What follows belongs to an exercise in optimizing a design on an open flow for small area, a short achievable clock period and few clock cycles per item; a production flow would make more cautious choices. No run shown here included a check of the RTL's function; only the layout flow was run.

**config.mk**
```make
export PLATFORM = sky130hd
export DESIGN_NAME = angle_frame
export DESIGN_NICKNAME = angle_frame
export VERILOG_FILES = /design/flow/design.v
export SDC_FILE = /design/flow/constraint.sdc
export NUM_CORES = 8
export LEC_CHECK = 0
export CAP_MARGIN = 20
export CORE_MARGIN = 2
export CORE_UTILIZATION = 40
export CTS_BUF_LIST = sky130_fd_sc_hd__clkbuf_16
export CTS_CLUSTER_DIAMETER = 80
export CTS_CLUSTER_SIZE = 24
export SETUP_SLACK_MARGIN = 4.5
export SLEW_MARGIN = 20
export SYNTH_MEMORY_MAX_BITS = 65536
```
**constraint.sdc**
```tcl
create_clock -name core_clock -period 8.0 [get_ports {clk}]
set_input_delay 1.6000 -clock core_clock [delete_from_list [all_inputs] [get_ports {clk}]]
set_output_delay 1.6000 -clock core_clock [all_outputs]
set_load 0.01 [all_outputs]
```
**design.v**
```verilog
module atang(
	input             clk,
	input             load,       
	input      [11:0] x,
	input      [11:0] y,
	output     [31:0] z,
	output            done        
    );
	reg  [32:0] xr;              
	reg  [34:0] rr;              
	reg  [31:0] zr;
	reg  [31:1] t;               
	reg  [16:0] oh;              
	reg         dn;              
	wire d = rr[34];             
	wire dx = ~dn;
	wire [29:17] ohh = t[30:18] & ~t[29:17];
	wire [29:0] a = ({30{oh[0]}} & 30'h35214E63) |
	                ({30{oh[1]}} & 30'h1C128E80) |
	                ({30{oh[2]}} & 30'h0E400224) |
	                ({30{oh[3]}} & 30'h0727154C) |
	                ({30{oh[4]}} & 30'h03946F29) |
	                ({30{oh[5]}} & 30'h01CA5435) |
	                ({30{oh[6]}} & 30'h00E52D8D) |
	                ({30{oh[7]}} & 30'h007296C6) |
	                ({30{oh[8]}} & 30'h00394B63) |
	                ({30{oh[9]}} & 30'h001CA5B1) |
	                ({30{oh[10]}} & 30'h000E52D8) |
	                ({30{oh[11]}} & 30'h0007296C) |
	                ({30{oh[12]}} & 30'h000394B6) |
	                ({30{oh[13]}} & 30'h0001CA5B) |
	                ({30{oh[14]}} & 30'h0000E52D) |
	                ({30{oh[15]}} & 30'h00007296) |
	                ({30{oh[16]}} & 30'h0000394B) |
	                ({30{ohh[17]}} & 30'h00001CA5) |
	                ({30{ohh[18]}} & 30'h00000E52) |
	                ({30{ohh[19]}} & 30'h00000729) |
	                ({30{ohh[20]}} & 30'h00000394) |
	                ({30{ohh[21]}} & 30'h000001CA) |
	                ({30{ohh[22]}} & 30'h000000E5) |
	                ({30{ohh[23]}} & 30'h00000072) |
	                ({30{ohh[24]}} & 30'h00000039) |
	                ({30{ohh[25]}} & 30'h0000001C) |
	                ({30{ohh[26]}} & 30'h0000000E) |
	                ({30{ohh[27]}} & 30'h00000007) |
	                ({30{ohh[28]}} & 30'h00000003) |
	                ({30{ohh[29]}} & 30'h00000001);
	wire [32:0] xmask;
	assign xmask[0] = 1'b0;
	assign xmask[1] = t[1];
	assign xmask[2] = t[2];
	assign xmask[3] = t[3];
	assign xmask[4] = t[4];
	assign xmask[5] = t[5];
	assign xmask[6] = t[6];
	assign xmask[7] = t[7];
	assign xmask[8] = t[8];
	assign xmask[9] = t[9];
	assign xmask[10] = t[10];
	assign xmask[11] = t[11];
	assign xmask[12] = t[12];
	assign xmask[13] = t[13];
	assign xmask[14] = t[14];
	assign xmask[15] = t[15];
	assign xmask[16] = t[16];
	assign xmask[17] = t[17];
	assign xmask[18] = t[18];
	assign xmask[19] = t[19];
	assign xmask[20] = t[20];
	assign xmask[21] = t[21];
	assign xmask[22] = t[22];
	assign xmask[23] = t[23];
	assign xmask[24] = t[24];
	assign xmask[25] = t[25];
	assign xmask[26] = t[26];
	assign xmask[27] = t[27];
	assign xmask[28] = t[28];
	assign xmask[29] = t[29];
	assign xmask[30] = t[30];
	assign xmask[32:31] = 2'b11;
	wire [32:0] xm = xr & xmask;
	wire [32:0] ysh;
	assign ysh[0] = (oh[0] & rr[1]) | (oh[1] & rr[3]) | (oh[2] & rr[5]) | (oh[3] & rr[7]) | (oh[4] & rr[9]) | (oh[5] & rr[11]) | (oh[6] & rr[13]) | (oh[7] & rr[15]) | (oh[8] & rr[17]) | (oh[9] & rr[19]) | (oh[10] & rr[21]) | (oh[11] & rr[23]) | (oh[12] & rr[25]) | (oh[13] & rr[27]) | (oh[14] & rr[29]) | (oh[15] & rr[31]) | (oh[16] & rr[33]) | (rr[34] & ~t[17]);
	assign ysh[1] = (oh[0] & rr[2]) | (oh[1] & rr[4]) | (oh[2] & rr[6]) | (oh[3] & rr[8]) | (oh[4] & rr[10]) | (oh[5] & rr[12]) | (oh[6] & rr[14]) | (oh[7] & rr[16]) | (oh[8] & rr[18]) | (oh[9] & rr[20]) | (oh[10] & rr[22]) | (oh[11] & rr[24]) | (oh[12] & rr[26]) | (oh[13] & rr[28]) | (oh[14] & rr[30]) | (oh[15] & rr[32]) | (rr[34] & ~t[16]);
	assign ysh[2] = (oh[0] & rr[3]) | (oh[1] & rr[5]) | (oh[2] & rr[7]) | (oh[3] & rr[9]) | (oh[4] & rr[11]) | (oh[5] & rr[13]) | (oh[6] & rr[15]) | (oh[7] & rr[17]) | (oh[8] & rr[19]) | (oh[9] & rr[21]) | (oh[10] & rr[23]) | (oh[11] & rr[25]) | (oh[12] & rr[27]) | (oh[13] & rr[29]) | (oh[14] & rr[31]) | (oh[15] & rr[33]) | (rr[34] & ~t[16]);
	assign ysh[3] = (oh[0] & rr[4]) | (oh[1] & rr[6]) | (oh[2] & rr[8]) | (oh[3] & rr[10]) | (oh[4] & rr[12]) | (oh[5] & rr[14]) | (oh[6] & rr[16]) | (oh[7] & rr[18]) | (oh[8] & rr[20]) | (oh[9] & rr[22]) | (oh[10] & rr[24]) | (oh[11] & rr[26]) | (oh[12] & rr[28]) | (oh[13] & rr[30]) | (oh[14] & rr[32]) | (rr[34] & ~t[15]);
	assign ysh[4] = (oh[0] & rr[5]) | (oh[1] & rr[7]) | (oh[2] & rr[9]) | (oh[3] & rr[11]) | (oh[4] & rr[13]) | (oh[5] & rr[15]) | (oh[6] & rr[17]) | (oh[7] & rr[19]) | (oh[8] & rr[21]) | (oh[9] & rr[23]) | (oh[10] & rr[25]) | (oh[11] & rr[27]) | (oh[12] & rr[29]) | (oh[13] & rr[31]) | (oh[14] & rr[33]) | (rr[34] & ~t[15]);
	assign ysh[5] = (oh[0] & rr[6]) | (oh[1] & rr[8]) | (oh[2] & rr[10]) | (oh[3] & rr[12]) | (oh[4] & rr[14]) | (oh[5] & rr[16]) | (oh[6] & rr[18]) | (oh[7] & rr[20]) | (oh[8] & rr[22]) | (oh[9] & rr[24]) | (oh[10] & rr[26]) | (oh[11] & rr[28]) | (oh[12] & rr[30]) | (oh[13] & rr[32]) | (rr[34] & ~t[14]);
	assign ysh[6] = (oh[0] & rr[7]) | (oh[1] & rr[9]) | (oh[2] & rr[11]) | (oh[3] & rr[13]) | (oh[4] & rr[15]) | (oh[5] & rr[17]) | (oh[6] & rr[19]) | (oh[7] & rr[21]) | (oh[8] & rr[23]) | (oh[9] & rr[25]) | (oh[10] & rr[27]) | (oh[11] & rr[29]) | (oh[12] & rr[31]) | (oh[13] & rr[33]) | (rr[34] & ~t[14]);
	assign ysh[7] = (oh[0] & rr[8]) | (oh[1] & rr[10]) | (oh[2] & rr[12]) | (oh[3] & rr[14]) | (oh[4] & rr[16]) | (oh[5] & rr[18]) | (oh[6] & rr[20]) | (oh[7] & rr[22]) | (oh[8] & rr[24]) | (oh[9] & rr[26]) | (oh[10] & rr[28]) | (oh[11] & rr[30]) | (oh[12] & rr[32]) | (rr[34] & ~t[13]);
	assign ysh[8] = (oh[0] & rr[9]) | (oh[1] & rr[11]) | (oh[2] & rr[13]) | (oh[3] & rr[15]) | (oh[4] & rr[17]) | (oh[5] & rr[19]) | (oh[6] & rr[21]) | (oh[7] & rr[23]) | (oh[8] & rr[25]) | (oh[9] & rr[27]) | (oh[10] & rr[29]) | (oh[11] & rr[31]) | (oh[12] & rr[33]) | (rr[34] & ~t[13]);
	assign ysh[9] = (oh[0] & rr[10]) | (oh[1] & rr[12]) | (oh[2] & rr[14]) | (oh[3] & rr[16]) | (oh[4] & rr[18]) | (oh[5] & rr[20]) | (oh[6] & rr[22]) | (oh[7] & rr[24]) | (oh[8] & rr[26]) | (oh[9] & rr[28]) | (oh[10] & rr[30]) | (oh[11] & rr[32]) | (rr[34] & ~t[12]);
	assign ysh[10] = (oh[0] & rr[11]) | (oh[1] & rr[13]) | (oh[2] & rr[15]) | (oh[3] & rr[17]) | (oh[4] & rr[19]) | (oh[5] & rr[21]) | (oh[6] & rr[23]) | (oh[7] & rr[25]) | (oh[8] & rr[27]) | (oh[9] & rr[29]) | (oh[10] & rr[31]) | (oh[11] & rr[33]) | (rr[34] & ~t[12]);
	assign ysh[11] = (oh[0] & rr[12]) | (oh[1] & rr[14]) | (oh[2] & rr[16]) | (oh[3] & rr[18]) | (oh[4] & rr[20]) | (oh[5] & rr[22]) | (oh[6] & rr[24]) | (oh[7] & rr[26]) | (oh[8] & rr[28]) | (oh[9] & rr[30]) | (oh[10] & rr[32]) | (rr[34] & ~t[11]);
	assign ysh[12] = (oh[0] & rr[13]) | (oh[1] & rr[15]) | (oh[2] & rr[17]) | (oh[3] & rr[19]) | (oh[4] & rr[21]) | (oh[5] & rr[23]) | (oh[6] & rr[25]) | (oh[7] & rr[27]) | (oh[8] & rr[29]) | (oh[9] & rr[31]) | (oh[10] & rr[33]) | (rr[34] & ~t[11]);
	assign ysh[13] = (oh[0] & rr[14]) | (oh[1] & rr[16]) | (oh[2] & rr[18]) | (oh[3] & rr[20]) | (oh[4] & rr[22]) | (oh[5] & rr[24]) | (oh[6] & rr[26]) | (oh[7] & rr[28]) | (oh[8] & rr[30]) | (oh[9] & rr[32]) | (rr[34] & ~t[10]);
	assign ysh[14] = (oh[0] & rr[15]) | (oh[1] & rr[17]) | (oh[2] & rr[19]) | (oh[3] & rr[21]) | (oh[4] & rr[23]) | (oh[5] & rr[25]) | (oh[6] & rr[27]) | (oh[7] & rr[29]) | (oh[8] & rr[31]) | (oh[9] & rr[33]) | (rr[34] & ~t[10]);
	assign ysh[15] = (oh[0] & rr[16]) | (oh[1] & rr[18]) | (oh[2] & rr[20]) | (oh[3] & rr[22]) | (oh[4] & rr[24]) | (oh[5] & rr[26]) | (oh[6] & rr[28]) | (oh[7] & rr[30]) | (oh[8] & rr[32]) | (rr[34] & ~t[9]);
	assign ysh[16] = (oh[0] & rr[17]) | (oh[1] & rr[19]) | (oh[2] & rr[21]) | (oh[3] & rr[23]) | (oh[4] & rr[25]) | (oh[5] & rr[27]) | (oh[6] & rr[29]) | (oh[7] & rr[31]) | (oh[8] & rr[33]) | (rr[34] & ~t[9]);
	assign ysh[17] = (oh[0] & rr[18]) | (oh[1] & rr[20]) | (oh[2] & rr[22]) | (oh[3] & rr[24]) | (oh[4] & rr[26]) | (oh[5] & rr[28]) | (oh[6] & rr[30]) | (oh[7] & rr[32]) | (rr[34] & ~t[8]);
	assign ysh[18] = (oh[0] & rr[19]) | (oh[1] & rr[21]) | (oh[2] & rr[23]) | (oh[3] & rr[25]) | (oh[4] & rr[27]) | (oh[5] & rr[29]) | (oh[6] & rr[31]) | (oh[7] & rr[33]) | (rr[34] & ~t[8]);
	assign ysh[19] = (oh[0] & rr[20]) | (oh[1] & rr[22]) | (oh[2] & rr[24]) | (oh[3] & rr[26]) | (oh[4] & rr[28]) | (oh[5] & rr[30]) | (oh[6] & rr[32]) | (rr[34] & ~t[7]);
	assign ysh[20] = (oh[0] & rr[21]) | (oh[1] & rr[23]) | (oh[2] & rr[25]) | (oh[3] & rr[27]) | (oh[4] & rr[29]) | (oh[5] & rr[31]) | (oh[6] & rr[33]) | (rr[34] & ~t[7]);
	assign ysh[21] = (oh[0] & rr[22]) | (oh[1] & rr[24]) | (oh[2] & rr[26]) | (oh[3] & rr[28]) | (oh[4] & rr[30]) | (oh[5] & rr[32]) | (rr[34] & ~t[6]);
	assign ysh[22] = (oh[0] & rr[23]) | (oh[1] & rr[25]) | (oh[2] & rr[27]) | (oh[3] & rr[29]) | (oh[4] & rr[31]) | (oh[5] & rr[33]) | (rr[34] & ~t[6]);
	assign ysh[23] = (oh[0] & rr[24]) | (oh[1] & rr[26]) | (oh[2] & rr[28]) | (oh[3] & rr[30]) | (oh[4] & rr[32]) | (rr[34] & ~t[5]);
	assign ysh[24] = (oh[0] & rr[25]) | (oh[1] & rr[27]) | (oh[2] & rr[29]) | (oh[3] & rr[31]) | (oh[4] & rr[33]) | (rr[34] & ~t[5]);
	assign ysh[25] = (oh[0] & rr[26]) | (oh[1] & rr[28]) | (oh[2] & rr[30]) | (oh[3] & rr[32]) | (rr[34] & ~t[4]);
	assign ysh[26] = (oh[0] & rr[27]) | (oh[1] & rr[29]) | (oh[2] & rr[31]) | (oh[3] & rr[33]) | (rr[34] & ~t[4]);
	assign ysh[27] = (oh[0] & rr[28]) | (oh[1] & rr[30]) | (oh[2] & rr[32]) | (rr[34] & ~t[3]);
	assign ysh[28] = (oh[0] & rr[29]) | (oh[1] & rr[31]) | (oh[2] & rr[33]) | (rr[34] & ~t[3]);
	assign ysh[29] = (oh[0] & rr[30]) | (oh[1] & rr[32]) | (rr[34] & ~t[2]);
	assign ysh[30] = (oh[0] & rr[31]) | (oh[1] & rr[33]) | (rr[34] & ~t[2]);
	assign ysh[31] = (oh[0] & rr[32]) | (rr[34] & ~t[1]);
	assign ysh[32] = (oh[0] & rr[33]) | (rr[34] & ~t[1]);
	wire [34:0] rnext;
	wire [32:0] xnext;
	wire [31:0] znext;
	add35 radd(.a({rr[33:0], 1'b0}), .b({2'b00, xm} ^ {35{~d}}), .ci(~d), .s(rnext));
	add33 xadd(.a(xr), .b(ysh ^ {33{dx}}), .ci(dx), .s(xnext));
	add32 zadd(.a(zr), .b({2'b00, a} ^ {32{dx}}), .ci(dx), .s(znext));
	wire [12:0] xy_sum, xy_dif;
	add13 sadd(.a({1'b0, x}), .b({1'b0, y}), .ci(1'b0), .s(xy_sum));
	add13 dadd(.a({1'b0, y}), .b(~{1'b0, x}), .ci(1'b1), .s(xy_dif));
	always @(posedge clk) begin
		t <= load ? 31'h7fffffff : {t[30:1], 1'b0};
		oh <= load ? 17'd1 : {oh[15:0], 1'b0};
		dn <= load ? ~xy_dif[12] : ~rnext[34];
		if (load) begin
			xr <= {1'b0, xy_sum, 19'b0};
			rr <= {{3{xy_dif[12]}}, xy_dif, 19'b0};
			zr <= 32'h5A000000;
		end else begin
			xr <= xnext;
			rr <= rnext;
			zr <= znext;
		end
	end
	wire [14:0] zl = zr[14:0] ^ {15{dn}};
	assign done = ~|a[29:14] & (zl >= {a[13:0], 1'b0});
	assign z = zr;
endmodule
module add35(input [34:0] a, input [34:0] b, input ci, output [34:0] s);
	wire [34:0] p0 = a ^ b;
	wire [34:0] g0 = a & b;
	wire gc0 = g0[0] | (p0[0] & ci);
	wire gn1 = g0[1] | (p0[1] & gc0);
	wire gn2 = g0[3] | (p0[3] & g0[2]);
	wire pn2 = p0[3] & p0[2];
	wire gn3 = g0[5] | (p0[5] & g0[4]);
	wire pn3 = p0[5] & p0[4];
	wire gn4 = g0[7] | (p0[7] & g0[6]);
	wire pn4 = p0[7] & p0[6];
	wire gn5 = g0[9] | (p0[9] & g0[8]);
	wire pn5 = p0[9] & p0[8];
	wire gn6 = g0[11] | (p0[11] & g0[10]);
	wire pn6 = p0[11] & p0[10];
	wire gn7 = g0[13] | (p0[13] & g0[12]);
	wire pn7 = p0[13] & p0[12];
	wire gn8 = g0[15] | (p0[15] & g0[14]);
	wire pn8 = p0[15] & p0[14];
	wire gn9 = g0[17] | (p0[17] & g0[16]);
	wire pn9 = p0[17] & p0[16];
	wire gn10 = g0[19] | (p0[19] & g0[18]);
	wire pn10 = p0[19] & p0[18];
	wire gn11 = g0[21] | (p0[21] & g0[20]);
	wire pn11 = p0[21] & p0[20];
	wire gn12 = g0[23] | (p0[23] & g0[22]);
	wire pn12 = p0[23] & p0[22];
	wire gn13 = g0[25] | (p0[25] & g0[24]);
	wire pn13 = p0[25] & p0[24];
	wire gn14 = g0[27] | (p0[27] & g0[26]);
	wire pn14 = p0[27] & p0[26];
	wire gn15 = g0[29] | (p0[29] & g0[28]);
	wire pn15 = p0[29] & p0[28];
	wire gn16 = g0[31] | (p0[31] & g0[30]);
	wire pn16 = p0[31] & p0[30];
	wire gn17 = g0[33] | (p0[33] & g0[32]);
	wire pn17 = p0[33] & p0[32];
	wire gn18 = g0[2] | (p0[2] & gn1);
	wire gn19 = gn2 | (pn2 & gn1);
	wire gn20 = g0[6] | (p0[6] & gn3);
	wire pn20 = p0[6] & pn3;
	wire gn21 = gn4 | (pn4 & gn3);
	wire pn21 = pn4 & pn3;
	wire gn22 = g0[10] | (p0[10] & gn5);
	wire pn22 = p0[10] & pn5;
	wire gn23 = gn6 | (pn6 & gn5);
	wire pn23 = pn6 & pn5;
	wire gn24 = g0[14] | (p0[14] & gn7);
	wire pn24 = p0[14] & pn7;
	wire gn25 = gn8 | (pn8 & gn7);
	wire pn25 = pn8 & pn7;
	wire gn26 = g0[18] | (p0[18] & gn9);
	wire pn26 = p0[18] & pn9;
	wire gn27 = gn10 | (pn10 & gn9);
	wire pn27 = pn10 & pn9;
	wire gn28 = g0[22] | (p0[22] & gn11);
	wire pn28 = p0[22] & pn11;
	wire gn29 = gn12 | (pn12 & gn11);
	wire pn29 = pn12 & pn11;
	wire gn30 = g0[26] | (p0[26] & gn13);
	wire pn30 = p0[26] & pn13;
	wire gn31 = gn14 | (pn14 & gn13);
	wire pn31 = pn14 & pn13;
	wire gn32 = g0[30] | (p0[30] & gn15);
	wire pn32 = p0[30] & pn15;
	wire gn33 = gn16 | (pn16 & gn15);
	wire pn33 = pn16 & pn15;
	wire gn34 = g0[34] | (p0[34] & gn17);
	wire pn34 = p0[34] & pn17;
	wire gn35 = g0[4] | (p0[4] & gn19);
	wire gn36 = gn3 | (pn3 & gn19);
	wire gn37 = gn20 | (pn20 & gn19);
	wire gn38 = gn21 | (pn21 & gn19);
	wire gn39 = g0[12] | (p0[12] & gn23);
	wire pn39 = p0[12] & pn23;
	wire gn40 = gn7 | (pn7 & gn23);
	wire pn40 = pn7 & pn23;
	wire gn41 = gn24 | (pn24 & gn23);
	wire pn41 = pn24 & pn23;
	wire gn42 = gn25 | (pn25 & gn23);
	wire pn42 = pn25 & pn23;
	wire gn43 = g0[20] | (p0[20] & gn27);
	wire pn43 = p0[20] & pn27;
	wire gn44 = gn11 | (pn11 & gn27);
	wire pn44 = pn11 & pn27;
	wire gn45 = gn28 | (pn28 & gn27);
	wire pn45 = pn28 & pn27;
	wire gn46 = gn29 | (pn29 & gn27);
	wire pn46 = pn29 & pn27;
	wire gn47 = g0[28] | (p0[28] & gn31);
	wire pn47 = p0[28] & pn31;
	wire gn48 = gn15 | (pn15 & gn31);
	wire pn48 = pn15 & pn31;
	wire gn49 = gn32 | (pn32 & gn31);
	wire pn49 = pn32 & pn31;
	wire gn50 = gn33 | (pn33 & gn31);
	wire pn50 = pn33 & pn31;
	wire gn51 = g0[8] | (p0[8] & gn38);
	wire gn52 = gn5 | (pn5 & gn38);
	wire gn53 = gn22 | (pn22 & gn38);
	wire gn54 = gn23 | (pn23 & gn38);
	wire gn55 = gn39 | (pn39 & gn38);
	wire gn56 = gn40 | (pn40 & gn38);
	wire gn57 = gn41 | (pn41 & gn38);
	wire gn58 = gn42 | (pn42 & gn38);
	wire gn59 = g0[24] | (p0[24] & gn46);
	wire pn59 = p0[24] & pn46;
	wire gn60 = gn13 | (pn13 & gn46);
	wire pn60 = pn13 & pn46;
	wire gn61 = gn30 | (pn30 & gn46);
	wire pn61 = pn30 & pn46;
	wire gn62 = gn31 | (pn31 & gn46);
	wire pn62 = pn31 & pn46;
	wire gn63 = gn47 | (pn47 & gn46);
	wire pn63 = pn47 & pn46;
	wire gn64 = gn48 | (pn48 & gn46);
	wire pn64 = pn48 & pn46;
	wire gn65 = gn49 | (pn49 & gn46);
	wire pn65 = pn49 & pn46;
	wire gn66 = gn50 | (pn50 & gn46);
	wire pn66 = pn50 & pn46;
	wire gn67 = g0[16] | (p0[16] & gn58);
	wire gn68 = gn9 | (pn9 & gn58);
	wire gn69 = gn26 | (pn26 & gn58);
	wire gn70 = gn27 | (pn27 & gn58);
	wire gn71 = gn43 | (pn43 & gn58);
	wire gn72 = gn44 | (pn44 & gn58);
	wire gn73 = gn45 | (pn45 & gn58);
	wire gn74 = gn46 | (pn46 & gn58);
	wire gn75 = gn59 | (pn59 & gn58);
	wire gn76 = gn60 | (pn60 & gn58);
	wire gn77 = gn61 | (pn61 & gn58);
	wire gn78 = gn62 | (pn62 & gn58);
	wire gn79 = gn63 | (pn63 & gn58);
	wire gn80 = gn64 | (pn64 & gn58);
	wire gn81 = gn65 | (pn65 & gn58);
	wire gn82 = gn66 | (pn66 & gn58);
	wire gn83 = g0[32] | (p0[32] & gn82);
	wire gn84 = gn17 | (pn17 & gn82);
	wire gn85 = gn34 | (pn34 & gn82);
	wire [34:0] c;
	assign c[0] = ci;
	assign c[1] = gc0;
	assign c[2] = gn1;
	assign c[3] = gn18;
	assign c[4] = gn19;
	assign c[5] = gn35;
	assign c[6] = gn36;
	assign c[7] = gn37;
	assign c[8] = gn38;
	assign c[9] = gn51;
	assign c[10] = gn52;
	assign c[11] = gn53;
	assign c[12] = gn54;
	assign c[13] = gn55;
	assign c[14] = gn56;
	assign c[15] = gn57;
	assign c[16] = gn58;
	assign c[17] = gn67;
	assign c[18] = gn68;
	assign c[19] = gn69;
	assign c[20] = gn70;
	assign c[21] = gn71;
	assign c[22] = gn72;
	assign c[23] = gn73;
	assign c[24] = gn74;
	assign c[25] = gn75;
	assign c[26] = gn76;
	assign c[27] = gn77;
	assign c[28] = gn78;
	assign c[29] = gn79;
	assign c[30] = gn80;
	assign c[31] = gn81;
	assign c[32] = gn82;
	assign c[33] = gn83;
	assign c[34] = gn84;
	assign s = p0 ^ c;
endmodule
module add33(input [32:0] a, input [32:0] b, input ci, output [32:0] s);
	wire [32:0] p0 = a ^ b;
	wire [32:0] g0 = a & b;
	wire gc0 = g0[0] | (p0[0] & ci);
	wire gn1 = g0[1] | (p0[1] & gc0);
	wire gn2 = g0[3] | (p0[3] & g0[2]);
	wire pn2 = p0[3] & p0[2];
	wire gn3 = g0[5] | (p0[5] & g0[4]);
	wire pn3 = p0[5] & p0[4];
	wire gn4 = g0[7] | (p0[7] & g0[6]);
	wire pn4 = p0[7] & p0[6];
	wire gn5 = g0[9] | (p0[9] & g0[8]);
	wire pn5 = p0[9] & p0[8];
	wire gn6 = g0[11] | (p0[11] & g0[10]);
	wire pn6 = p0[11] & p0[10];
	wire gn7 = g0[13] | (p0[13] & g0[12]);
	wire pn7 = p0[13] & p0[12];
	wire gn8 = g0[15] | (p0[15] & g0[14]);
	wire pn8 = p0[15] & p0[14];
	wire gn9 = g0[17] | (p0[17] & g0[16]);
	wire pn9 = p0[17] & p0[16];
	wire gn10 = g0[19] | (p0[19] & g0[18]);
	wire pn10 = p0[19] & p0[18];
	wire gn11 = g0[21] | (p0[21] & g0[20]);
	wire pn11 = p0[21] & p0[20];
	wire gn12 = g0[23] | (p0[23] & g0[22]);
	wire pn12 = p0[23] & p0[22];
	wire gn13 = g0[25] | (p0[25] & g0[24]);
	wire pn13 = p0[25] & p0[24];
	wire gn14 = g0[27] | (p0[27] & g0[26]);
	wire pn14 = p0[27] & p0[26];
	wire gn15 = g0[29] | (p0[29] & g0[28]);
	wire pn15 = p0[29] & p0[28];
	wire gn16 = g0[31] | (p0[31] & g0[30]);
	wire pn16 = p0[31] & p0[30];
	wire gn17 = g0[2] | (p0[2] & gn1);
	wire gn18 = gn2 | (pn2 & gn1);
	wire gn19 = g0[6] | (p0[6] & gn3);
	wire pn19 = p0[6] & pn3;
	wire gn20 = gn4 | (pn4 & gn3);
	wire pn20 = pn4 & pn3;
	wire gn21 = g0[10] | (p0[10] & gn5);
	wire pn21 = p0[10] & pn5;
	wire gn22 = gn6 | (pn6 & gn5);
	wire pn22 = pn6 & pn5;
	wire gn23 = g0[14] | (p0[14] & gn7);
	wire pn23 = p0[14] & pn7;
	wire gn24 = gn8 | (pn8 & gn7);
	wire pn24 = pn8 & pn7;
	wire gn25 = g0[18] | (p0[18] & gn9);
	wire pn25 = p0[18] & pn9;
	wire gn26 = gn10 | (pn10 & gn9);
	wire pn26 = pn10 & pn9;
	wire gn27 = g0[22] | (p0[22] & gn11);
	wire pn27 = p0[22] & pn11;
	wire gn28 = gn12 | (pn12 & gn11);
	wire pn28 = pn12 & pn11;
	wire gn29 = g0[26] | (p0[26] & gn13);
	wire pn29 = p0[26] & pn13;
	wire gn30 = gn14 | (pn14 & gn13);
	wire pn30 = pn14 & pn13;
	wire gn31 = g0[30] | (p0[30] & gn15);
	wire pn31 = p0[30] & pn15;
	wire gn32 = gn16 | (pn16 & gn15);
	wire pn32 = pn16 & pn15;
	wire gn33 = g0[4] | (p0[4] & gn18);
	wire gn34 = gn3 | (pn3 & gn18);
	wire gn35 = gn19 | (pn19 & gn18);
	wire gn36 = gn20 | (pn20 & gn18);
	wire gn37 = g0[12] | (p0[12] & gn22);
	wire pn37 = p0[12] & pn22;
	wire gn38 = gn7 | (pn7 & gn22);
	wire pn38 = pn7 & pn22;
	wire gn39 = gn23 | (pn23 & gn22);
	wire pn39 = pn23 & pn22;
	wire gn40 = gn24 | (pn24 & gn22);
	wire pn40 = pn24 & pn22;
	wire gn41 = g0[20] | (p0[20] & gn26);
	wire pn41 = p0[20] & pn26;
	wire gn42 = gn11 | (pn11 & gn26);
	wire pn42 = pn11 & pn26;
	wire gn43 = gn27 | (pn27 & gn26);
	wire pn43 = pn27 & pn26;
	wire gn44 = gn28 | (pn28 & gn26);
	wire pn44 = pn28 & pn26;
	wire gn45 = g0[28] | (p0[28] & gn30);
	wire pn45 = p0[28] & pn30;
	wire gn46 = gn15 | (pn15 & gn30);
	wire pn46 = pn15 & pn30;
	wire gn47 = gn31 | (pn31 & gn30);
	wire pn47 = pn31 & pn30;
	wire gn48 = gn32 | (pn32 & gn30);
	wire pn48 = pn32 & pn30;
	wire gn49 = g0[8] | (p0[8] & gn36);
	wire gn50 = gn5 | (pn5 & gn36);
	wire gn51 = gn21 | (pn21 & gn36);
	wire gn52 = gn22 | (pn22 & gn36);
	wire gn53 = gn37 | (pn37 & gn36);
	wire gn54 = gn38 | (pn38 & gn36);
	wire gn55 = gn39 | (pn39 & gn36);
	wire gn56 = gn40 | (pn40 & gn36);
	wire gn57 = g0[24] | (p0[24] & gn44);
	wire pn57 = p0[24] & pn44;
	wire gn58 = gn13 | (pn13 & gn44);
	wire pn58 = pn13 & pn44;
	wire gn59 = gn29 | (pn29 & gn44);
	wire pn59 = pn29 & pn44;
	wire gn60 = gn30 | (pn30 & gn44);
	wire pn60 = pn30 & pn44;
	wire gn61 = gn45 | (pn45 & gn44);
	wire pn61 = pn45 & pn44;
	wire gn62 = gn46 | (pn46 & gn44);
	wire pn62 = pn46 & pn44;
	wire gn63 = gn47 | (pn47 & gn44);
	wire pn63 = pn47 & pn44;
	wire gn64 = gn48 | (pn48 & gn44);
	wire pn64 = pn48 & pn44;
	wire gn65 = g0[16] | (p0[16] & gn56);
	wire gn66 = gn9 | (pn9 & gn56);
	wire gn67 = gn25 | (pn25 & gn56);
	wire gn68 = gn26 | (pn26 & gn56);
	wire gn69 = gn41 | (pn41 & gn56);
	wire gn70 = gn42 | (pn42 & gn56);
	wire gn71 = gn43 | (pn43 & gn56);
	wire gn72 = gn44 | (pn44 & gn56);
	wire gn73 = gn57 | (pn57 & gn56);
	wire gn74 = gn58 | (pn58 & gn56);
	wire gn75 = gn59 | (pn59 & gn56);
	wire gn76 = gn60 | (pn60 & gn56);
	wire gn77 = gn61 | (pn61 & gn56);
	wire gn78 = gn62 | (pn62 & gn56);
	wire gn79 = gn63 | (pn63 & gn56);
	wire gn80 = gn64 | (pn64 & gn56);
	wire gn81 = g0[32] | (p0[32] & gn80);
	wire [32:0] c;
	assign c[0] = ci;
	assign c[1] = gc0;
	assign c[2] = gn1;
	assign c[3] = gn17;
	assign c[4] = gn18;
	assign c[5] = gn33;
	assign c[6] = gn34;
	assign c[7] = gn35;
	assign c[8] = gn36;
	assign c[9] = gn49;
	assign c[10] = gn50;
	assign c[11] = gn51;
	assign c[12] = gn52;
	assign c[13] = gn53;
	assign c[14] = gn54;
	assign c[15] = gn55;
	assign c[16] = gn56;
	assign c[17] = gn65;
	assign c[18] = gn66;
	assign c[19] = gn67;
	assign c[20] = gn68;
	assign c[21] = gn69;
	assign c[22] = gn70;
	assign c[23] = gn71;
	assign c[24] = gn72;
	assign c[25] = gn73;
	assign c[26] = gn74;
	assign c[27] = gn75;
	assign c[28] = gn76;
	assign c[29] = gn77;
	assign c[30] = gn78;
	assign c[31] = gn79;
	assign c[32] = gn80;
	assign s = p0 ^ c;
endmodule
module add32(input [31:0] a, input [31:0] b, input ci, output [31:0] s);
	wire [31:0] p0 = a ^ b;
	wire [31:0] g0 = a & b;
	wire gc0 = g0[0] | (p0[0] & ci);
	wire gn1 = g0[1] | (p0[1] & gc0);
	wire gn2 = g0[3] | (p0[3] & g0[2]);
	wire pn2 = p0[3] & p0[2];
	wire gn3 = g0[5] | (p0[5] & g0[4]);
	wire pn3 = p0[5] & p0[4];
	wire gn4 = g0[7] | (p0[7] & g0[6]);
	wire pn4 = p0[7] & p0[6];
	wire gn5 = g0[9] | (p0[9] & g0[8]);
	wire pn5 = p0[9] & p0[8];
	wire gn6 = g0[11] | (p0[11] & g0[10]);
	wire pn6 = p0[11] & p0[10];
	wire gn7 = g0[13] | (p0[13] & g0[12]);
	wire pn7 = p0[13] & p0[12];
	wire gn8 = g0[15] | (p0[15] & g0[14]);
	wire pn8 = p0[15] & p0[14];
	wire gn9 = g0[17] | (p0[17] & g0[16]);
	wire pn9 = p0[17] & p0[16];
	wire gn10 = g0[19] | (p0[19] & g0[18]);
	wire pn10 = p0[19] & p0[18];
	wire gn11 = g0[21] | (p0[21] & g0[20]);
	wire pn11 = p0[21] & p0[20];
	wire gn12 = g0[23] | (p0[23] & g0[22]);
	wire pn12 = p0[23] & p0[22];
	wire gn13 = g0[25] | (p0[25] & g0[24]);
	wire pn13 = p0[25] & p0[24];
	wire gn14 = g0[27] | (p0[27] & g0[26]);
	wire pn14 = p0[27] & p0[26];
	wire gn15 = g0[29] | (p0[29] & g0[28]);
	wire pn15 = p0[29] & p0[28];
	wire gn16 = g0[31] | (p0[31] & g0[30]);
	wire pn16 = p0[31] & p0[30];
	wire gn17 = g0[2] | (p0[2] & gn1);
	wire gn18 = gn2 | (pn2 & gn1);
	wire gn19 = g0[6] | (p0[6] & gn3);
	wire pn19 = p0[6] & pn3;
	wire gn20 = gn4 | (pn4 & gn3);
	wire pn20 = pn4 & pn3;
	wire gn21 = g0[10] | (p0[10] & gn5);
	wire pn21 = p0[10] & pn5;
	wire gn22 = gn6 | (pn6 & gn5);
	wire pn22 = pn6 & pn5;
	wire gn23 = g0[14] | (p0[14] & gn7);
	wire pn23 = p0[14] & pn7;
	wire gn24 = gn8 | (pn8 & gn7);
	wire pn24 = pn8 & pn7;
	wire gn25 = g0[18] | (p0[18] & gn9);
	wire pn25 = p0[18] & pn9;
	wire gn26 = gn10 | (pn10 & gn9);
	wire pn26 = pn10 & pn9;
	wire gn27 = g0[22] | (p0[22] & gn11);
	wire pn27 = p0[22] & pn11;
	wire gn28 = gn12 | (pn12 & gn11);
	wire pn28 = pn12 & pn11;
	wire gn29 = g0[26] | (p0[26] & gn13);
	wire pn29 = p0[26] & pn13;
	wire gn30 = gn14 | (pn14 & gn13);
	wire pn30 = pn14 & pn13;
	wire gn31 = g0[30] | (p0[30] & gn15);
	wire pn31 = p0[30] & pn15;
	wire gn32 = gn16 | (pn16 & gn15);
	wire pn32 = pn16 & pn15;
	wire gn33 = g0[4] | (p0[4] & gn18);
	wire gn34 = gn3 | (pn3 & gn18);
	wire gn35 = gn19 | (pn19 & gn18);
	wire gn36 = gn20 | (pn20 & gn18);
	wire gn37 = g0[12] | (p0[12] & gn22);
	wire pn37 = p0[12] & pn22;
	wire gn38 = gn7 | (pn7 & gn22);
	wire pn38 = pn7 & pn22;
	wire gn39 = gn23 | (pn23 & gn22);
	wire pn39 = pn23 & pn22;
	wire gn40 = gn24 | (pn24 & gn22);
	wire pn40 = pn24 & pn22;
	wire gn41 = g0[20] | (p0[20] & gn26);
	wire pn41 = p0[20] & pn26;
	wire gn42 = gn11 | (pn11 & gn26);
	wire pn42 = pn11 & pn26;
	wire gn43 = gn27 | (pn27 & gn26);
	wire pn43 = pn27 & pn26;
	wire gn44 = gn28 | (pn28 & gn26);
	wire pn44 = pn28 & pn26;
	wire gn45 = g0[28] | (p0[28] & gn30);
	wire pn45 = p0[28] & pn30;
	wire gn46 = gn15 | (pn15 & gn30);
	wire pn46 = pn15 & pn30;
	wire gn47 = gn31 | (pn31 & gn30);
	wire pn47 = pn31 & pn30;
	wire gn48 = gn32 | (pn32 & gn30);
	wire pn48 = pn32 & pn30;
	wire gn49 = g0[8] | (p0[8] & gn36);
	wire gn50 = gn5 | (pn5 & gn36);
	wire gn51 = gn21 | (pn21 & gn36);
	wire gn52 = gn22 | (pn22 & gn36);
	wire gn53 = gn37 | (pn37 & gn36);
	wire gn54 = gn38 | (pn38 & gn36);
	wire gn55 = gn39 | (pn39 & gn36);
	wire gn56 = gn40 | (pn40 & gn36);
	wire gn57 = g0[24] | (p0[24] & gn44);
	wire pn57 = p0[24] & pn44;
	wire gn58 = gn13 | (pn13 & gn44);
	wire pn58 = pn13 & pn44;
	wire gn59 = gn29 | (pn29 & gn44);
	wire pn59 = pn29 & pn44;
	wire gn60 = gn30 | (pn30 & gn44);
	wire pn60 = pn30 & pn44;
	wire gn61 = gn45 | (pn45 & gn44);
	wire pn61 = pn45 & pn44;
	wire gn62 = gn46 | (pn46 & gn44);
	wire pn62 = pn46 & pn44;
	wire gn63 = gn47 | (pn47 & gn44);
	wire pn63 = pn47 & pn44;
	wire gn64 = gn48 | (pn48 & gn44);
	wire pn64 = pn48 & pn44;
	wire gn65 = g0[16] | (p0[16] & gn56);
	wire gn66 = gn9 | (pn9 & gn56);
	wire gn67 = gn25 | (pn25 & gn56);
	wire gn68 = gn26 | (pn26 & gn56);
	wire gn69 = gn41 | (pn41 & gn56);
	wire gn70 = gn42 | (pn42 & gn56);
	wire gn71 = gn43 | (pn43 & gn56);
	wire gn72 = gn44 | (pn44 & gn56);
	wire gn73 = gn57 | (pn57 & gn56);
	wire gn74 = gn58 | (pn58 & gn56);
	wire gn75 = gn59 | (pn59 & gn56);
	wire gn76 = gn60 | (pn60 & gn56);
	wire gn77 = gn61 | (pn61 & gn56);
	wire gn78 = gn62 | (pn62 & gn56);
	wire gn79 = gn63 | (pn63 & gn56);
	wire gn80 = gn64 | (pn64 & gn56);
	wire [31:0] c;
	assign c[0] = ci;
	assign c[1] = gc0;
	assign c[2] = gn1;
	assign c[3] = gn17;
	assign c[4] = gn18;
	assign c[5] = gn33;
	assign c[6] = gn34;
	assign c[7] = gn35;
	assign c[8] = gn36;
	assign c[9] = gn49;
	assign c[10] = gn50;
	assign c[11] = gn51;
	assign c[12] = gn52;
	assign c[13] = gn53;
	assign c[14] = gn54;
	assign c[15] = gn55;
	assign c[16] = gn56;
	assign c[17] = gn65;
	assign c[18] = gn66;
	assign c[19] = gn67;
	assign c[20] = gn68;
	assign c[21] = gn69;
	assign c[22] = gn70;
	assign c[23] = gn71;
	assign c[24] = gn72;
	assign c[25] = gn73;
	assign c[26] = gn74;
	assign c[27] = gn75;
	assign c[28] = gn76;
	assign c[29] = gn77;
	assign c[30] = gn78;
	assign c[31] = gn79;
	assign s = p0 ^ c;
endmodule
module add13(input [12:0] a, input [12:0] b, input ci, output [12:0] s);
	wire [12:0] p0 = a ^ b;
	wire [12:0] g0 = a & b;
	wire gc0 = g0[0] | (p0[0] & ci);
	wire gn1 = g0[1] | (p0[1] & gc0);
	wire gn2 = g0[3] | (p0[3] & g0[2]);
	wire pn2 = p0[3] & p0[2];
	wire gn3 = g0[5] | (p0[5] & g0[4]);
	wire pn3 = p0[5] & p0[4];
	wire gn4 = g0[7] | (p0[7] & g0[6]);
	wire pn4 = p0[7] & p0[6];
	wire gn5 = g0[9] | (p0[9] & g0[8]);
	wire pn5 = p0[9] & p0[8];
	wire gn6 = g0[11] | (p0[11] & g0[10]);
	wire pn6 = p0[11] & p0[10];
	wire gn7 = g0[2] | (p0[2] & gn1);
	wire gn8 = gn2 | (pn2 & gn1);
	wire gn9 = g0[6] | (p0[6] & gn3);
	wire pn9 = p0[6] & pn3;
	wire gn10 = gn4 | (pn4 & gn3);
	wire pn10 = pn4 & pn3;
	wire gn11 = g0[10] | (p0[10] & gn5);
	wire pn11 = p0[10] & pn5;
	wire gn12 = gn6 | (pn6 & gn5);
	wire pn12 = pn6 & pn5;
	wire gn13 = g0[4] | (p0[4] & gn8);
	wire gn14 = gn3 | (pn3 & gn8);
	wire gn15 = gn9 | (pn9 & gn8);
	wire gn16 = gn10 | (pn10 & gn8);
	wire gn17 = g0[12] | (p0[12] & gn12);
	wire pn17 = p0[12] & pn12;
	wire gn18 = g0[8] | (p0[8] & gn16);
	wire gn19 = gn5 | (pn5 & gn16);
	wire gn20 = gn11 | (pn11 & gn16);
	wire gn21 = gn12 | (pn12 & gn16);
	wire gn22 = gn17 | (pn17 & gn16);
	wire [12:0] c;
	assign c[0] = ci;
	assign c[1] = gc0;
	assign c[2] = gn1;
	assign c[3] = gn7;
	assign c[4] = gn8;
	assign c[5] = gn13;
	assign c[6] = gn14;
	assign c[7] = gn15;
	assign c[8] = gn16;
	assign c[9] = gn18;
	assign c[10] = gn19;
	assign c[11] = gn20;
	assign c[12] = gn21;
	assign s = p0 ^ c;
endmodule
module conv_dec_ascii(
	input  [16:0] d_in,
	output [20:0] digits     
    );
	wire [6:0] i = d_in[16:10];
	wire [9:0] f = d_in[9:0];
	wire [13:0] m1 = {1'b0, f, 3'b0} + {3'b0, f, 1'b0};
	wire [13:0] m2 = {1'b0, m1[9:0], 3'b0} + {3'b0, m1[9:0], 1'b0};
	wire [13:0] m3 = {1'b0, m2[9:0], 3'b0} + {3'b0, m2[9:0], 1'b0};
	wire [3:0] qh = m1[13:10];
	wire [3:0] qt = m2[13:10];
	wire [3:0] qo = m3[13:10];
	wire [3:0] it = (i >= 7'd120) ? 4'd12 : (i >= 7'd110) ? 4'd11 : (i >= 7'd100) ? 4'd10 :
	                (i >= 7'd90) ? 4'd9 : (i >= 7'd80) ? 4'd8 : (i >= 7'd70) ? 4'd7 :
	                (i >= 7'd60) ? 4'd6 : (i >= 7'd50) ? 4'd5 : (i >= 7'd40) ? 4'd4 :
	                (i >= 7'd30) ? 4'd3 : (i >= 7'd20) ? 4'd2 : (i >= 7'd10) ? 4'd1 : 4'd0;
	wire [6:0] io = i - {it, 3'b0} - {2'b0, it, 1'b0};
	wire       ih = it[3] & (it[2] | it[1]);
	wire [8:0] ti = {ih, ih ? it - 4'd10 : it, io[3:0]};
	assign digits = {ti, qh, qt, qo};
endmodule
module CRC(
	input  [20:0] digits,    
	output [7:0]  crc
    );
	function [7:0] crc8;
		input [47:0] m;
		integer k;
		reg [7:0] c;
		reg fb;
		begin
			c = 8'h80;
			for (k = 47; k >= 0; k = k - 1) begin
				fb = c[7] ^ m[k];
				c = {c[6:0], 1'b0} ^ (fb ? 8'h31 : 8'h00);
			end
			crc8 = c;
		end
	endfunction
	wire [47:0] text = {7'b0011000, digits[20], 4'h3, digits[19:16], 4'h3, digits[15:12],
	                    4'h3, digits[11:8], 4'h3, digits[7:4], 4'h3, digits[3:0]};
	assign crc = crc8(text);
endmodule
module angle_frame(
	input clk,
	input rst,
	input start,
	input [11:0] x,
	input [11:0] y,
	output [55:0] frame,
	output frame_valid
    );
	reg        busy;
	reg        valid;
	reg  [20:0] dig;
	reg  [7:0]  crc_hi;          
	wire [31:0] z;
	wire [20:0] dig_next;
	wire [7:0]  crc_hi_next, crc_lo, crc_0;
	wire        done;
	atang Arctg_alg(.clk(clk), .load(start), .x(x), .y(y), .z(z), .done(done));
	conv_dec_ascii Conversie(.d_in(z[31:15]), .digits(dig_next));
	CRC crc_a(.digits({dig_next[20:4], 4'd0}), .crc(crc_hi_next));
	CRC crc_b(.digits({17'd0, dig[3:0]}), .crc(crc_lo));
	CRC crc_c(.digits(21'd0), .crc(crc_0));
	wire last = done;
	always @(posedge clk) begin
		dig <= dig_next;
		crc_hi <= crc_hi_next;
		if (rst) begin
			busy  <= 1'b0;
			valid <= 1'b0;
		end else begin
			busy  <= start | (busy & ~last);
			valid <= busy & last;
		end
	end
	assign frame = {7'b0011000, dig[20], 4'h3, dig[19:16], 4'h3, dig[15:12],
	                4'h3, dig[11:8], 4'h3, dig[7:4], 4'h3, dig[3:0],
	                crc_hi ^ crc_lo ^ crc_0};
	assign frame_valid = valid;
endmodule
```
**flow/run.sh**
```bash
#!/bin/bash
# Layout flow: the standard synthesis, then the combinational logic
# (everything but the flip-flops, which keep their names and cells) is
# re-mapped by ABC with an area-recovering script; then the standard
# layout from the netlist, with sky130_fd_sc_hd__buf_2 port buffers.
# Every tool's output goes to a log file in this folder.
set -euo pipefail
bash standard.sh synth > flow_synth.log 2>&1
R=orfs/results/sky130hd/angle_frame/base
cp $R/1_2_yosys.v $R/1_2_yosys_standard.v
LIB=$FLOW_HOME/platforms/sky130hd/lib/sky130_fd_sc_hd__tt_025C_1v80.lib
sed -e "s#@IN@#$R/1_2_yosys_standard.v#" -e "s#@OUT@#$R/1_2_yosys.v#" \
    -e "s#@LIB@#$LIB#g" -e "s#@ABC@#flow/resynth.abc#" flow/resynth.ys > resynth.ys
yosys -l yosys_resynth.log -q resynth.ys > /dev/null 2>&1
bash standard.sh BUFFER_PORTS_ARGS="-buffer_cell sky130_fd_sc_hd__buf_2" finish > flow_finish.log 2>&1
```
**flow/resynth.abc**
```
strash
dch
map -B 0.2
topo
stime -c
upsize -c
dnsize -c
```
**flow/resynth.ys**
```
read_liberty -overwrite -ignore_miss_func @LIB@
read_verilog -overwrite @IN@
hierarchy -top angle_frame
setattr -mod -set keep_hierarchy 1 sky130_fd_sc_hd__df*
flatten
opt_clean
abc -script @ABC@ -liberty @LIB@ -dont_use sky130_fd_sc_hd__lpflow_bleeder_1 -dont_use sky130_fd_sc_hd__lpflow_clkbufkapwr_1 -dont_use sky130_fd_sc_hd__lpflow_clkbufkapwr_16 -dont_use sky130_fd_sc_hd__lpflow_clkbufkapwr_2 -dont_use sky130_fd_sc_hd__lpflow_clkbufkapwr_4 -dont_use sky130_fd_sc_hd__lpflow_clkbufkapwr_8 -dont_use sky130_fd_sc_hd__lpflow_clkinvkapwr_1 -dont_use sky130_fd_sc_hd__lpflow_clkinvkapwr_16 -dont_use sky130_fd_sc_hd__lpflow_clkinvkapwr_2 -dont_use sky130_fd_sc_hd__lpflow_clkinvkapwr_4 -dont_use sky130_fd_sc_hd__lpflow_clkinvkapwr_8 -dont_use sky130_fd_sc_hd__lpflow_decapkapwr_12 -dont_use sky130_fd_sc_hd__lpflow_decapkapwr_3 -dont_use sky130_fd_sc_hd__lpflow_decapkapwr_4 -dont_use sky130_fd_sc_hd__lpflow_decapkapwr_6 -dont_use sky130_fd_sc_hd__lpflow_decapkapwr_8 -dont_use sky130_fd_sc_hd__lpflow_inputiso0n_1 -dont_use sky130_fd_sc_hd__lpflow_inputiso0p_1 -dont_use sky130_fd_sc_hd__lpflow_inputiso1n_1 -dont_use sky130_fd_sc_hd__lpflow_inputiso1p_1 -dont_use sky130_fd_sc_hd__lpflow_inputisolatch_1 -dont_use sky130_fd_sc_hd__lpflow_isobufsrc_1 -dont_use sky130_fd_sc_hd__lpflow_isobufsrc_16 -dont_use sky130_fd_sc_hd__lpflow_isobufsrc_2 -dont_use sky130_fd_sc_hd__lpflow_isobufsrc_4 -dont_use sky130_fd_sc_hd__lpflow_isobufsrc_8 -dont_use sky130_fd_sc_hd__lpflow_isobufsrckapwr_16 -dont_use sky130_fd_sc_hd__lpflow_lsbuf_lh_hl_isowell_tap_1 -dont_use sky130_fd_sc_hd__lpflow_lsbuf_lh_hl_isowell_tap_2 -dont_use sky130_fd_sc_hd__lpflow_lsbuf_lh_hl_isowell_tap_4 -dont_use sky130_fd_sc_hd__lpflow_lsbuf_lh_isowell_4 -dont_use sky130_fd_sc_hd__lpflow_lsbuf_lh_isowell_tap_1 -dont_use sky130_fd_sc_hd__lpflow_lsbuf_lh_isowell_tap_2 -dont_use sky130_fd_sc_hd__lpflow_lsbuf_lh_isowell_tap_4 -dont_use sky130_fd_sc_hd__probe_p_8 -dont_use sky130_fd_sc_hd__probec_p_8 
opt_clean -purge
hilomap -singleton -hicell sky130_fd_sc_hd__conb_1 HI -locell sky130_fd_sc_hd__conb_1 LO
setundef -zero
splitnets
opt_clean -purge
stat -liberty @LIB@
delete =sky130_fd_sc_hd__*
write_verilog -noattr -noexpr -nohex -nodec @OUT@
```
**standard.sh**
```bash
#!/bin/bash
# synth_recipe.tcl (not shown) runs the flow's synth.tcl, then flattens the netlist and writes it again
# the make line also repeats each setting of config.mk as NAME=value (left out here)
make -C /OpenROAD-flow-scripts/flow DESIGN_CONFIG=/design/flow/config.mk WORK_HOME=/design/flow/orfs CLKGATE_MAP_FILE= SYNTH_SCRIPT=/design/flow/synth_recipe.tcl "${@:-finish}"
```
==> flow_metrics.env, run 1 <==
export IMPL_multiInputGateArea_um2=11280
export IMPL_period_needed_ps=3363
export IMPL_path_buf_inv=1
export IMPL_start_util=0.4070
export IMPL_worst_setup_path_type="reg2reg"
export IMPL_grt_pass1_wl_mm=86.07
export IMPL_antenna_left=0
export IMPL_cp_num_cells=15
export IMPL_antenna_found_initial=0
export IMPL_cts_sinks=177
export IMPL_totalWireLength_mm=53.84
export IMPL_syn_to_final_growth_pct=12.90
export IMPL_grt_max_degree=95
export IMPL_seqCellArea_um2=3598
export IMPL_worstPathCellList="clkinv_1 > o221ai_1 > nor2_1 > nand2_1 > xnor3_1 > nand2_1 > nand2_1 > o21ai_1 > o21ai_2 > a31oi_2 > nand3_2 > nand3_2 > nand3_1 > o2111ai_1 > o21ai_0"
export IMPL_rsz0062_at_grt="true"
export IMPL_max_freq_mhz=297.4
export IMPL_critPathCapture="Arctg_alg.xr[31]"
export IMPL_r2r_end="Arctg_alg.xr[31]"
export IMPL_cp_data_required_time_ps=8330
export IMPL_cp_start_kind="flop"
export IMPL_slowest_delay_ps=620
export IMPL_final_nets=2654
export IMPL_core_area_um2=38740
export IMPL_critPathCaptureType="flop"
export IMPL_die_h_um=202.5
export IMPL_antenna_cells=0
export IMPL_die_x_um=202.5
export IMPL_cts_buffers=17
export IMPL_io_pin_count=84
export IMPL_postSynthCellCount=2510
export IMPL_cp_top_family="compound AO/OA/AOI/OAI gates"
export IMPL_cp_max_fo=8
export IMPL_clockRootBuffer="clkbuf_16"
export IMPL_avgSynthCellArea_um2=6.281
export IMPL_dieArea_um2=41020
export IMPL_drt_iter0_drc=1806
export IMPL_clkLatencyLatePin_ps=470
export IMPL_relSlewSlack=0.4438
export IMPL_crit_start="Arctg_alg.rr[21]"
export IMPL_cts_max_level=4
export IMPL_maxSlewViolCount=0
export IMPL_r2r_cells=15
export IMPL_worstHoldPathType="reg2reg"
export IMPL_hold_buffers=0
export IMPL_finClkSkew_ps=12.99
export IMPL_drc_errors=0
export IMPL_min_period_over_period=0.4204
export IMPL_drive_above_1_share=0.1242
export IMPL_fin_area_um2=17800
export IMPL_synth_area_um2=15770
export IMPL_rows=72
export IMPL_worst_slack_ps=4637
export IMPL_cts_tree="yes"
export IMPL_yosysWarnings=3
export IMPL_r2r_setup_slack_ps=4640
export IMPL_clockBufferDepth=2
export IMPL_tns_ps=0
export IMPL_final_setup_viol_count=0
export IMPL_worst_slew_pin_slew_ps=826.9
export IMPL_grt_usage=0.2612
export IMPL_overflow=0
export IMPL_vias=17600
export IMPL_timing_hold_ws_ps=452.7
export IMPL_port_buffers=56
export IMPL_clk_pin_slew_ps=80
export IMPL_status="timing/DRC/antenna clean"
export IMPL_n_fill_cell=4025
export IMPL_cp_common_cell="nand2_1"
export IMPL_arrival_ps=3690
export IMPL_vias_per_cell=5.573
export IMPL_pre_cts_ws_ps=3984
export IMPL_wl_per_cell_um=17.05
export IMPL_grt_pass1_vias=16350
export IMPL_max_cap_violations=0
export IMPL_slowest_stage="dfxtp_1"
export IMPL_gp_congestion=0.9641
export IMPL_dpl_hpwl_mm=39.73
export IMPL_hold_violations=0
export IMPL_place_area_um2=16850
export IMPL_r2r_start="Arctg_alg.rr[21]"
export IMPL_drtPass1Iterations=10
## area by class of cell
cell class,count,share of cell area
Multi-Input combinational cell,2060,0.6338
Sequential cell,177,0.2022
Inverter,297,0.06727
Tap cell,518,0.03641
Timing Repair Buffer,74,0.02699
Clock buffer,17,0.02390
Clock inverter,15,0.009419
## cell usage in the layout (no fill, tap or decap), drive strengths merged, types with 49 or more instances in the layout
master  instances
xor2          114
nand2         659
dfxtp         177
inv            49
nand4          86
nand3         193
o21ai         134
a21oi         134
nor2          330
clkinv        252
buf            73
## worst min path at each step
stage | startpoint | to | slack [ps] | cells past startpoint
after floorplan | Arctg_alg.xr[0] | Arctg_alg.xr[0] | 420 | 1
after global placement | Arctg_alg.t[10] | Arctg_alg.t[11] | 440 | 2
after detailed placement | Arctg_alg.xr[0] | Arctg_alg.xr[0] | 450 | 1
after CTS | Arctg_alg.xr[0] | Arctg_alg.xr[0] | 460 | 1
after global routing | Arctg_alg.zr[25] | dig[12] | 480 | 0
final | Arctg_alg.xr[0] | Arctg_alg.xr[0] | 450 | 1
## worst register-to-register path: cells and delay by family, from the launching register on
kind | cells | cell delay, ps
AOI/OAI and AO/OA | 6 | 1180
and+or+nand+nor | 7 | 810
DFF | 1 | 620
buffers and inverters | 1 | 360
xor gates and xnor gates | 1 | 270
## sequential cells by signal (all words and copies together), names as in the netlist
register	count
Arctg_alg.rr	34
Arctg_alg.xr	33
Arctg_alg.zr	32
Arctg_alg.t	30
dig	21
Arctg_alg.oh	16
crc_hi	8
Arctg_alg.dn	1
busy	1
valid	1
## per-stage QoR
stage | util | std cells
2_1_floorplan | - | 2535
3_3_place_gp | 0.4350 | 3116
3_5_place_dp | 0.4350 | 3116
4_1_cts | 0.4510 | 3148
5_1_grt | 0.4595 | 3158
6_report | 0.4595 | 3158
## metal layers
layer  up-vias  wire length, um  GRT usage
met5         -                0          0
met4         0             2107     0.1116
met3       165             4464    0.05024
met2       762            22980     0.4056
met1      7916            24290     0.3533
li1       8757                -          -
## timing repair
item,4_1_cts,5_1_grt
pin swaps,2,9
hold endpoints to repair,0,0
cloned,0,1
resized for setup,11,79
buffers inserted,0,9
setup endpoints to repair,25,47
==> inputs of run 2 (changes only) <==
--- a/config.mk
+++ b/config.mk
@@ -13,3 +13,3 @@
 export CTS_CLUSTER_SIZE = 24
-export SETUP_SLACK_MARGIN = 4.5
+export SETUP_SLACK_MARGIN = 4.6
 export SLEW_MARGIN = 20
==> run 2 against run 1 <==
  * Still clean
  * Critical path depth grew 6
  * Synthesized cell count unchanged
  * Routed wire length rose by 1.7%
  * Count of clock-buffer cells in the layout unchanged
  * Die area unchanged
  * Worst setup slack improved by 95 ps
  * Fmax grew 2.9%
  * Hold slack better by 3.0 ps
  * Area after synthesis did not move
  * Critical path type is now in2reg
  * Highest routed layer unchanged
==> flow_metrics.env, run 2 <==
export IMPL_core_area_um2=38740
export IMPL_cp_data_required_time_ps=8390
export IMPL_final_setup_viol_count=0
export IMPL_fin_util=0.4697
export IMPL_period_needed_ps=3268
export IMPL_vias_per_cell=5.658
export IMPL_clk_pin_slew_ps=70
export IMPL_critPathCaptureType="flop"
export IMPL_holdPathStages=2
export IMPL_die_x_um=202.5
export IMPL_top_regs="Arctg_alg.rr x34, Arctg_alg.xr x33, Arctg_alg.zr x32"
export IMPL_cts_buffers=17
export IMPL_n_fill_cell=4093
export IMPL_antenna_left=0
export IMPL_finClkSkew_ps=14.88
export IMPL_place_inst=3117
export IMPL_totalWireLength_mm=54.74
export IMPL_clockRootBuffer="clkbuf_16"
export IMPL_gp_congestion=0.9990
export IMPL_r2r_cells=15
export IMPL_yosysWarnings=3
export IMPL_dieArea_um2=41020
export IMPL_r2r_start="Arctg_alg.rr[25]"
export IMPL_clockBufferDepth=2
export IMPL_worst_setup_path_type="in2reg"
export IMPL_status="timing/DRC/antenna clean"
export IMPL_drt_iter0_drc=1641
export IMPL_worst_slew_pin_slew_ps=773.2
export IMPL_hold_path_end="busy"
export IMPL_min_period_over_period=0.4085
export IMPL_slowest_stage="a21oi_2"
export IMPL_postSynthCellCount=2510
export IMPL_tns_ps=0
export IMPL_dpl_hpwl_mm=40.19
export IMPL_cts_tree="yes"
export IMPL_slowest_delay_ps=170
export IMPL_syn_to_final_growth_pct=15.41
export IMPL_mostFrequentLayoutCells="628 x nand2_1, 308 x nor2_1, 242 x clkinv_1"
export IMPL_worstHoldPathType="reg2reg"
export IMPL_antenna_found_initial=0
export IMPL_cp_start_kind="input port"
export IMPL_place_area_um2=16890
export IMPL_r2r_setup_slack_ps=4740
export IMPL_cp_max_fo=4
export IMPL_seqCellArea_um2=3613
export IMPL_max_cap_violations=0
export IMPL_fin_area_um2=18200
export IMPL_r2r_end="Arctg_alg.xr[31]"
export IMPL_max_freq_mhz=306.0
export IMPL_synth_area_um2=15770
export IMPL_start_util=0.4070
export IMPL_grt_usage=0.2633
export IMPL_hold_buffers=0
export IMPL_antenna_cells=0
export IMPL_grt_pass1_wl_mm=86.19
export IMPL_crit_start="x[1]"
export IMPL_largest_reg_flops=34
export IMPL_cts_sinks=177
export IMPL_worstHoldStart="busy"
export IMPL_maxSlewViolCount=0
export IMPL_drtPass1Iterations=8
export IMPL_grt_max_degree=95
export IMPL_wl_per_cell_um=17.26
export IMPL_rows=72
export IMPL_cts_max_level=4
export IMPL_relSlewSlack=0.4845
export IMPL_path_buf_inv=2
export IMPL_grt_pass1_vias=16270
export IMPL_cp_top_family="compound AO/OA/AOI/OAI gates"
export IMPL_io_pin_count=84
export IMPL_worstPathCellList="buf_2 > nand2_1 > a21oi_4 > a21oi_2 > nand2_2 > o21ai_2 > nand2_2 > o21ai_2 > nand2_2 > o21ai_2 > nand2_1 > o21ai_2 > nand2_1 > o21ai_2 > nand2_1 > nand2_2 > o211ai_1 > buf_4 > a31oi_4 > nand2_1 > nor2_1"
export IMPL_arrival_ps=3660
export IMPL_die_h_um=202.5
export IMPL_avgSynthCellArea_um2=6.281
export IMPL_drc_errors=0
export IMPL_overflow=0
export IMPL_port_buffers=56
export IMPL_final_common_cell="nand2_1"
export IMPL_final_nets=2668
export IMPL_vias=17950
export IMPL_hold_violations=0
export IMPL_clkLatencyLatePin_ps=470
export IMPL_rsz0062_at_grt="true"
export IMPL_multiInputGateArea_um2=11470
export IMPL_max_flop_register="Arctg_alg.rr"
export IMPL_fin_cells=3172
export IMPL_drive_above_1_share=0.1417
## run 2: changes by cell type in the layout (fill, tap and decap cells not counted), moves of 5 or more
cell	before	now
buf_4	13	22
buf_6	0	5
clkinv_1	247	242
dfxtp_1	149	143
nand2_1	633	628
nor2_1	313	308
## run 2: what timing repair did
item	CTS	global route
gates resized for setup	21	124
setup endpoints to repair	38	47
setup buffers	1	21
cloned	1	0
pin swaps	3	20
## run 2: area by class of cell
cell class | count | share of cell area
Inverter | 297 | 0.06787
Tap cell | 518 | 0.03562
Clock inverter | 15 | 0.009833
Timing Repair Buffer | 88 | 0.03431
Multi-Input combinational cell | 2060 | 0.6304
Clock buffer | 17 | 0.02338
Sequential cell | 177 | 0.1986
## run 2: stage by stage
stage                     hold WS (ps)  setup WS (ps)
after detailed placement         446.5           3978
after floorplan                  423.8           4519
final                            455.7           4732
after global routing             476.0           4541
after CTS                        455.8           4592
after global placement           439.6           4057
## run 2: worst max-delay path by stage
stage / cells past startpoint / to
3_3_place_gp: 21 / Arctg_alg.dn
3_5_place_dp: 20 / Arctg_alg.rr[34]
5_1_grt: 21 / Arctg_alg.dn
2_1_floorplan: 19 / Arctg_alg.rr[34]
4_1_cts: 14 / Arctg_alg.xr[31]
6_report: 21 / Arctg_alg.dn
## run 2: per-layer routing
metal,global-route usage,vias to the layer above,routed length (um)
li1,-,8801,-
met1,0.3575,8200,24310
met2,0.4133,780,23600
met3,0.05281,166,4724
met4,0.09619,0,2098
met5,0,-,0
## run 2: worst min-delay path: stages (launching register included)
cell and delay [ps]:
dfxtp_1 310, nand2_1 60, a21oi_1 50
==> inputs of run 3 (changes only) <==
--- a/config.mk
+++ b/config.mk
@@ -13,3 +13,3 @@
 export CTS_CLUSTER_SIZE = 24
-export SETUP_SLACK_MARGIN = 4.6
+export SETUP_SLACK_MARGIN = 4.7
 export SLEW_MARGIN = 20
==> run 3 against run 2 <==
  * Highest routed layer unchanged
  * Area after synthesis stayed put
  * Routed wire length fell by 0.69%
  * Register-to-register slack gained 40 ps
==> flow_metrics.env, run 3 <==
export IMPL_port_buffers=56
export IMPL_timing_hold_ws_ps=456.7
export IMPL_max_freq_mhz=307.1
export IMPL_dieArea_um2=41020
export IMPL_drtPass1Iterations=6
export IMPL_status="timing/DRC/antenna clean"
export IMPL_cp_max_fo=4
export IMPL_cts_max_level=4
export IMPL_final_common_cell="nand2_1"
export IMPL_final_setup_viol_count=0
export IMPL_overflow=0
export IMPL_cp_start_kind="input port"
export IMPL_antenna_cells=0
export IMPL_grt_usage=0.2610
export IMPL_syn_to_final_growth_pct=16.48
export IMPL_maxSlewViolCount=0
export IMPL_avgSynthCellArea_um2=6.281
export IMPL_drive_above_1_share=0.1508
export IMPL_die_x_um=202.5
export IMPL_cts_buffers=17
export IMPL_largest_reg_flops=34
export IMPL_drt_iter0_drc=1523
export IMPL_wl_per_cell_um=17.11
export IMPL_clockBufferDepth=2
export IMPL_mostFrequentLayoutCells="628 x nand2_1, 303 x nor2_1, 243 x clkinv_1"
export IMPL_synth_area_um2=15770
export IMPL_antenna_left=0
export IMPL_period_needed_ps=3256
export IMPL_min_period_over_period=0.4071
export IMPL_cts_tree="yes"
export IMPL_cts_sinks=177
export IMPL_core_area_um2=38740
export IMPL_totalWireLength_mm=54.36
export IMPL_arrival_ps=3610
export IMPL_start_util=0.4070
export IMPL_worst_setup_path_type="in2reg"
export IMPL_tns_ps=0
export IMPL_relSlewSlack=0.4890
export IMPL_worstHoldPathType="reg2reg"
export IMPL_gp_congestion=1.001
export IMPL_yosysWarnings=3
export IMPL_worst_slew_pin_slew_ps=766.6
export IMPL_dpl_hpwl_mm=40.15
export IMPL_clk_pin_slew_ps=80
export IMPL_max_flop_register="Arctg_alg.rr"
export IMPL_grt_max_degree=95
export IMPL_vias_per_cell=5.550
export IMPL_die_h_um=202.5
export IMPL_clkLatencyLatePin_ps=480
export IMPL_finClkSkew_ps=15.85
export IMPL_critPathCaptureType="flop"
export IMPL_antenna_found_initial=0
export IMPL_grt_pass1_wl_mm=85.74
export IMPL_cp_data_required_time_ps=8360
export IMPL_clockRootBuffer="clkbuf_16"
export IMPL_drc_errors=0
export IMPL_max_cap_violations=0
export IMPL_hold_buffers=0
export IMPL_top_regs="Arctg_alg.rr x34, Arctg_alg.xr x33, Arctg_alg.zr x32"
export IMPL_hold_violations=0
export IMPL_rsz0062_at_grt="true"
export IMPL_io_pin_count=84
[run 3: cell count changes in the layout (fill, tap and decap cells not counted), moves of 4 or more]
cell     before  now
buf_4        22   30
dfxtp_1     143  137
dfxtp_4      11   15
nand3_1     169  165
nand3_4       5    9
nor2_1      308  303
nor4_1       10    6
nor4_2        2    6
o21ai_0     102   98
[run 3: worst paths after layout]
| kind | startpoint | cells past startpoint | slack, ps | endpoint |
|---|---|---|---|---|
| hold / removal | busy | 2 | 460 | busy |
| setup / recovery | x[0] | 21 | 4740 | Arctg_alg.rr[33] |
| setup reg to reg | Arctg_alg.rr[31] | 14 | 4780 | Arctg_alg.xr[21] |
| hold reg to reg | busy | 2 | 460 | busy |
[run 3: through the flow]
step           setup WS [ps]  cells    util  area (um2)
3_5_place_dp            3994   3116  0.4360       16890
3_3_place_gp            4066   3116  0.4360       16890
4_1_cts                 4701   3156  0.4569       17700
6_report                4744   3177  0.4741       18360
2_1_floorplan           4519   2535       -       15900
5_1_grt                 4497   3177  0.4741       18360
[run 3: final cells by class]
class                   instances  area [um2]
inverters                     297        1225
flip-flops and latches        177        3631
clock buffers                  17       425.4
repair buffers                 93       654.4
fillers                      4020       20370
multi-input cells            2060       11610
clock inverters                15       171.4
well taps                     518       648.1
[run 3: routing by layer]
layer / global-route usage / wire [um] / vias to the layer above
met2: 0.4085 / 23500 / 632
met5: 0 / 0 / -
met1: 0.3514 / 24840 / 8070
met4: 0.1004 / 1809 / 0
li1: - / - / 8792
met3: 0.05538 / 4201 / 139
[run 3: repair_timing]
action                     4_1_cts  5_1_grt
gates resized for setup         46      133
hold endpoints to repair         0        0
setup buffers                    8       21
pin swaps                        5       36
setup endpoints to repair       61       54
[run 3: worst max-delay path, cell delays in order]
cell and delay (ps):
buf_2 140, nand2_4 90, a21oi_4 60, a21oi_2 140, nand2_1 80, o21ai_1 100, nand2_1 100, o21ai_2 80
nand2_1 100, o21ai_2 90, nand2_2 90, o21ai_2 70, nand2_2 70, o21ai_2 70, nand2_1 80, nand2_2 100
o211ai_1 100, buf_4 170, buf_4 130, nand3_2 60, o211ai_1 90

separate check: timing with driven ports:
In the flow no input, the clock included, has a driving cell. The finished layouts below were timed again as built, in two steps. Step 1: set_driving_cell puts a clkbuf_16 on clk and a buf_2 on each other input, an assumption about the parent block. Step 2 also shifts input and output timing later by t, the mid clock arrival at the registers, as if the neighbouring blocks saw the same clock. Slacks: ideal / step 1 / step 2; pairs: ideal / step 1.
| run | t (ns) | setup slack, ns | worst setup path at the end | worst data-port slew with drivers (ns) | pins driven straight from the clock port |
|---|---|---|---|---|---|
| run 1 | 0.525 | 4.637 / 4.637 / 4.201 | input to register | 0.03 | 1 |
| run 2 | 0.514 | 4.732 / 4.737 / 4.237 | input to register | 0.04 | 1 |
| run 3 | 0.527 | 4.744 / 4.743 / 4.216 | input to register | 0.06 | 1 |
After both steps every run listed still meets setup and hold. For run 3, which loses most, drivers alone change the setup slack by -0.001 ns; drivers and shift together by -0.528 ns.
